Background: an optimization exercise with open tools, aiming at small area. Do not read the settings as production practice. The RTL was checked by simulation tests, not by an equivalence proof against the original design. Power and IR drop assume default switching activity.

// tot6502
module tot6502(
	input  clk,
	input  enable,
	input  [7:0]dati,
	output [7:0]dato,
	output [15:0]addr,
	output rw,
	input  rst_n,
	input  irq_n,
	input  nmi_n,
	input  rdy
);
Settings: LEC_CHECK=0, ABC_AREA=1, CAP_MARGIN=20, CORE_MARGIN=2, CORE_UTILIZATION=60, SLEW_MARGIN=20; clock period 8.5 ns.
standard.sh (not shown) runs the stock make flow with config.mk's settings and CLKGATE_MAP_FILE= SYNTH_SCRIPT=/design/flow/synth_recipe.tcl, a recipe that flattens the netlist after the stock synthesis.
==> flow/flow/run.sh <==
#!/bin/bash
# The standard layout (standard.sh) with these changes:
#  - synthesis: the standard flow's own synthesis script, with only the ABC mapping script replaced by
#    flow/abc_area.script (area-oriented mapping); registers are mapped exactly as before
#  - the smallest buffer cell for the port buffers
#  - clock tree synthesis with clkbuf_8 buffers, small clusters, without dummy loads
#  - power recovery (downsizing cells off the critical paths) after global routing
#  - timing-driven global placement keeps none of its trial buffering
# Each tool's output goes to the logs under orfs/logs (ORFS) and to standard_sh.log.
set -e
here=$(pwd)
{ echo 'proc abc {args} { set i [lsearch $args -script]; if {$i >= 0} { lset args [expr {$i + 1}] $::env(AREA_ABC_SCRIPT) }; yosys abc {*}$args }'
  cat synth_recipe.tcl; } > synth_area.tcl
sed "s|SYNTH_SCRIPT=[^ ]*|SYNTH_SCRIPT=$here/synth_area.tcl|" standard.sh > standard_area.sh
export AREA_ABC_SCRIPT="$here/flow/abc_area.script"
export BUFFER_PORTS_ARGS="-buffer_cell sky130_fd_sc_hd__buf_1"
export CTS_ARGS="-sink_clustering_enable -repair_clock_nets -dont_use_dummy_load -buf_list sky130_fd_sc_hd__clkbuf_8 -sink_clustering_size 12 -sink_clustering_max_diameter 60"
export RECOVER_POWER=100
export GPL_KEEP_OVERFLOW=0
bash standard_area.sh > standard_sh.log 2>&1
==> flow/flow/abc_area.script <==
strash
&get -n
&st
&dch -f
&nf -p -R 1000
&put
topo
stime -c
dnsize -c
Then changed:
--- a/flow/flow/run.sh
+++ b/flow/flow/run.sh
@@ -5,3 +5,3 @@
 #  - the smallest buffer cell for the port buffers
-#  - clock tree synthesis with clkbuf_8 buffers, small clusters, without dummy loads
+#  - clock tree synthesis without dummy loads
 #  - power recovery (downsizing cells off the critical paths) after global routing
@@ -16,3 +16,3 @@
 export BUFFER_PORTS_ARGS="-buffer_cell sky130_fd_sc_hd__buf_1"
-export CTS_ARGS="-sink_clustering_enable -repair_clock_nets -dont_use_dummy_load -buf_list sky130_fd_sc_hd__clkbuf_8 -sink_clustering_size 12 -sink_clustering_max_diameter 60"
+export CTS_ARGS="-sink_clustering_enable -repair_clock_nets -dont_use_dummy_load"
 export RECOVER_POWER=100
==> flow/flow/abc_area.script (replaced) <==
strash
&get -n
&st
&dch -f
&nf -p -R 1000
&put
topo
stime -c
buffer -c
upsize -c
dnsize -c
Result: The changed run ran to the end with violations: max-capacitance violations, max-slew violations; worst setup slack improved by 7.2 ps; total power rises by roughly a tenth; final area went up slightly.
Then changed:
--- a/flow/flow/run.sh
+++ b/flow/flow/run.sh
@@ -7,3 +7,2 @@
 #  - power recovery (downsizing cells off the critical paths) after global routing
-#  - timing-driven global placement keeps none of its trial buffering
 # Each tool's output goes to the logs under orfs/logs (ORFS) and to standard_sh.log.
@@ -18,3 +17,2 @@
 export RECOVER_POWER=100
-export GPL_KEEP_OVERFLOW=0
 bash standard_area.sh > standard_sh.log 2>&1
==> flow/flow/abc_area.script (replaced) <==
strash
&get -n
&st
&dch -f
&nf -p -R 1000
&put
topo
stime -c
dnsize -c
Effect:
- With this change the flow ran to the end with no violations
- global-route usage stays flat
- count of clock-buffer cells in the layout stays the same
- final cell count went up by a few percent
- routed wire length went down by a few percent
- total power went down slightly
Then changed:
--- a/flow/flow/run.sh
+++ b/flow/flow/run.sh
@@ -7,2 +7,3 @@
 #  - power recovery (downsizing cells off the critical paths) after global routing
+#  - timing-driven global placement keeps none of its trial buffering
 # Each tool's output goes to the logs under orfs/logs (ORFS) and to standard_sh.log.
@@ -17,2 +18,3 @@
 export RECOVER_POWER=100
+export GPL_KEEP_OVERFLOW=0
 bash standard_area.sh > standard_sh.log 2>&1
- non-clock buffer count goes down by 51
- die area is unchanged
- via count falls by 3.1%
- core utilization decreases by 1.3 points
- setup slack loses 11 ps
- clock power rises by about 3%
- total power came out higher by 0.49%
- final cell count falls by 4.3%


Another version of the RTL of tot6502 (not shown whole).
Size in the first run: ~8700 sq um of cells after synthesis.
Settings: LEC_CHECK=0, ABC_AREA=1, CAP_MARGIN=20, CORE_MARGIN=2, CORE_UTILIZATION=60, SLEW_MARGIN=20; clock period 8.5 ns.
==> flow/flow/run.sh <==
#!/bin/bash
export BUFFER_PORTS_ARGS="-buffer_cell sky130_fd_sc_hd__buf_1"
export CTS_ARGS="-sink_clustering_enable -repair_clock_nets -dont_use_dummy_load -buf_list sky130_fd_sc_hd__clkbuf_8"
export RECOVER_POWER=100
bash standard.sh > standard_sh.log 2>&1
The baseline went through all stages and came out clean.
Edit:
==> flow/flow/run.sh (replaced) <==
#!/bin/bash
# The standard layout (standard.sh) with these changes:
#  - synthesis: the standard flow's own synthesis script, with only the ABC mapping script replaced by
#    flow/abc_area.script (area-oriented mapping); registers are mapped exactly as before
#  - the smallest buffer cell for the port buffers
#  - clock tree synthesis without dummy loads
# Each tool's output goes to the logs under orfs/logs (ORFS) and to standard_sh.log.
set -e
here=$(pwd)
{ echo 'proc abc {args} { set i [lsearch $args -script]; if {$i >= 0} { lset args [expr {$i + 1}] $::env(AREA_ABC_SCRIPT) }; yosys abc {*}$args }'
  cat synth_recipe.tcl; } > synth_area.tcl
sed "s|SYNTH_SCRIPT=[^ ]*|SYNTH_SCRIPT=$here/synth_area.tcl|" standard.sh > standard_area.sh
export AREA_ABC_SCRIPT="$here/flow/abc_area.script"
export BUFFER_PORTS_ARGS="-buffer_cell sky130_fd_sc_hd__buf_1"
export CTS_ARGS="-sink_clustering_enable -repair_clock_nets -dont_use_dummy_load"
bash standard_area.sh > standard_sh.log 2>&1
==> flow/flow/abc_area.script (new file) <==
strash
&get -n
&st
&syn2
&dch -f
&nf -p -R 1000
&st
&syn2
&dch -f
&nf -p -R 1000
&put
topo
stime -c
dnsize -c
Wire length decreases by roughly a tenth.
Clock power increases by well over a third.
Register-to-register slack gets worse by 200 ps.
Power increases by a few percent.
Worst setup slack gets worse by 200 ps.


tot6502, a different RTL version from the one above (not shown whole).
Size: ~930 cells after synthesis, about 98 flip-flops, ~39 I/O pins, about 8000 um2 of cells after synthesis.
==> flow/config.mk <==
export PLATFORM = sky130hd
export DESIGN_NAME = tot6502
export DESIGN_NICKNAME = tot6502
export VERILOG_FILES = /design/flow/design.v
export SDC_FILE = /design/flow/constraint.sdc
export NUM_CORES = 4
export LEC_CHECK = 0
export ABC_AREA = 1
export CAP_MARGIN = 20
export CORE_MARGIN = 2
export CORE_UTILIZATION = 60
export SLEW_MARGIN = 20
==> flow/constraint.sdc <==
create_clock -name core_clock -period 8.5 [get_ports {clk}]
set_input_delay 1.7000 -clock core_clock [delete_from_list [all_inputs] [get_ports {clk}]]
set_output_delay 1.7000 -clock core_clock [all_outputs]
set_load 0.01 [all_outputs]
==> flow/flow/run.sh <==
#!/bin/bash
# The standard layout (standard.sh) with these changes:
#  - synthesis: the standard flow's own synthesis script, with only the ABC mapping script replaced by
#    flow/abc_area.script (area-oriented mapping); registers are mapped exactly as before
#  - the smallest buffer cell for the port buffers
#  - clock tree synthesis without dummy loads
#  - power recovery (downsizing cells off the critical paths) after global routing
# Each tool's output goes to the logs under orfs/logs (ORFS) and to standard_sh.log.
set -e
here=$(pwd)
{ echo 'proc abc {args} { set i [lsearch $args -script]; if {$i >= 0} { lset args [expr {$i + 1}] $::env(AREA_ABC_SCRIPT) }; yosys abc {*}$args }'
  cat synth_recipe.tcl; } > synth_area.tcl
sed "s|SYNTH_SCRIPT=[^ ]*|SYNTH_SCRIPT=$here/synth_area.tcl|" standard.sh > standard_area.sh
export AREA_ABC_SCRIPT="$here/flow/abc_area.script"
export BUFFER_PORTS_ARGS="-buffer_cell sky130_fd_sc_hd__buf_1"
export CTS_ARGS="-sink_clustering_enable -repair_clock_nets -dont_use_dummy_load"
export RECOVER_POWER=100
bash standard_area.sh > standard_sh.log 2>&1
==> flow/flow/abc_area.script <==
strash
&get -n
&st
&dch -f
&nf -p -R 1000
&put
topo
stime -c
buffer -c
upsize -c
dnsize -c
The baseline finished clean.
Then changed:
==> flow/flow/abc_area.script (replaced) <==
strash
&get -n
&st
&dch -f
&nf -p -R 1000
&put
topo
stime -c
dnsize -c
Power decreases by about 0.54%.
Sequential power stays flat.
Area after synthesis decreases by 4.3%.
Final cell count increases by 2.0%.
Hold slack is better by 0.014 ns.
Wire length decreases by 0.67%.
Worst setup slack is worse by 0.044 ns.
Cell area increases by 1.6%.
Via count increases by 0.75%.
Flip-flop and latch count does not change.
Fmax decreases by about 0.5%.
Then changed:
==> flow/flow/run.sh (replaced) <==
#!/bin/bash
export BUFFER_PORTS_ARGS="-buffer_cell sky130_fd_sc_hd__buf_1"
export CTS_ARGS="-sink_clustering_enable -repair_clock_nets -dont_use_dummy_load -buf_list sky130_fd_sc_hd__clkbuf_8"
bash standard.sh > standard_sh.log 2>&1
removed: flow/flow/abc_area.script
Clock-buffer cell count stays the same; final area grows by 1.7%; wire length grows by 4.8%.
Then changed:
==> flow/flow/run.sh (replaced) <==
#!/bin/bash
# The standard layout (standard.sh) with these changes:
#  - synthesis: the standard flow's own synthesis script, with only the ABC mapping script replaced by
#    flow/abc_area.script (area-oriented mapping); registers are mapped exactly as before
#  - the smallest buffer cell for the port buffers
#  - clock tree synthesis without dummy loads
#  - power recovery (downsizing cells off the critical paths) after global routing
#  - timing-driven global placement keeps none of its trial buffering
# Each tool's output goes to the logs under orfs/logs (ORFS) and to standard_sh.log.
set -e
here=$(pwd)
{ echo 'proc abc {args} { set i [lsearch $args -script]; if {$i >= 0} { lset args [expr {$i + 1}] $::env(AREA_ABC_SCRIPT) }; yosys abc {*}$args }'
  cat synth_recipe.tcl; } > synth_area.tcl
sed "s|SYNTH_SCRIPT=[^ ]*|SYNTH_SCRIPT=$here/synth_area.tcl|" standard.sh > standard_area.sh
export AREA_ABC_SCRIPT="$here/flow/abc_area.script"
export BUFFER_PORTS_ARGS="-buffer_cell sky130_fd_sc_hd__buf_1"
export CTS_ARGS="-sink_clustering_enable -repair_clock_nets -dont_use_dummy_load"
export RECOVER_POWER=100
export GPL_KEEP_OVERFLOW=0
bash standard_area.sh > standard_sh.log 2>&1
==> flow/flow/abc_area.script (new file) <==
strash
&get -n
&st
&dch -f
&nf -p -R 1000
&put
topo
stime -c
dnsize -c
Effect: Final cell count drops by 20%. Design area decreases by 3.2%. Synthesized area went down by 12%. Utilization came out higher by 5.4 points. Synthesized cell count came out lower by 26%. Via count shrinks by 9.6%. Hold slack degrades by 0.0036 ns. Sequential share of layout area climbs by 1.4 points.

-- afterwards: timing with drivers on the ports --
Ports are ideal in the flow. The routed layouts listed here were re-timed in OpenROAD. Step 1 assumes that a clkbuf_16 drives the clock port and a buf_2 every other input. Step 2 also shifts input and output timing later by t, the mid clock arrival at the registers, as if the neighbouring blocks saw the same clock. Three values: no drivers, after step 1, after step 2; two values: the first two.
run	shift t [ns]	slack for setup (ns)	hold slack, ns	slew at the worst register clock pin (ns)
the first run of note 1	0.426	0.320 / 0.320 / 0.320	0.434 / 0.434 / 0.434	0.11 / 0.11
the second run of note 1	0.385	0.328 / 0.327 / 0.327	0.421 / 0.421 / 0.421	0.07 / 0.07
the third run of note 1	0.385	0.342 / 0.342 / 0.342	0.438 / 0.438 / 0.438	0.08 / 0.08
the fourth run of note 1	0.394	0.331 / 0.331 / 0.331	0.435 / 0.435 / 0.435	0.07 / 0.07
the first run of note 2	0.432	0.389 / 0.389 / 0.389	0.429 / 0.429 / 0.429	0.12 / 0.12
the second run of note 2	0.395	0.189 / 0.189 / 0.189	0.441 / 0.441 / 0.441	0.07 / 0.07
the first run of note 3	0.396	0.233 / 0.233 / 0.233	0.423 / 0.423 / 0.423	0.08 / 0.08
the second run of note 3	0.383	0.189 / 0.189 / 0.189	0.437 / 0.437 / 0.437	0.07 / 0.07
the third run of note 3	0.417	0.370 / 0.370 / 0.370	0.447 / 0.447 / 0.447	0.10 / 0.10
the fourth run of note 3	0.389	0.157 / 0.157 / 0.157	0.443 / 0.443 / 0.443	0.07 / 0.07
For the second run of note 1, which loses most, drivers alone change the setup slack by -0.001 ns; drivers and shift together by -0.001 ns.
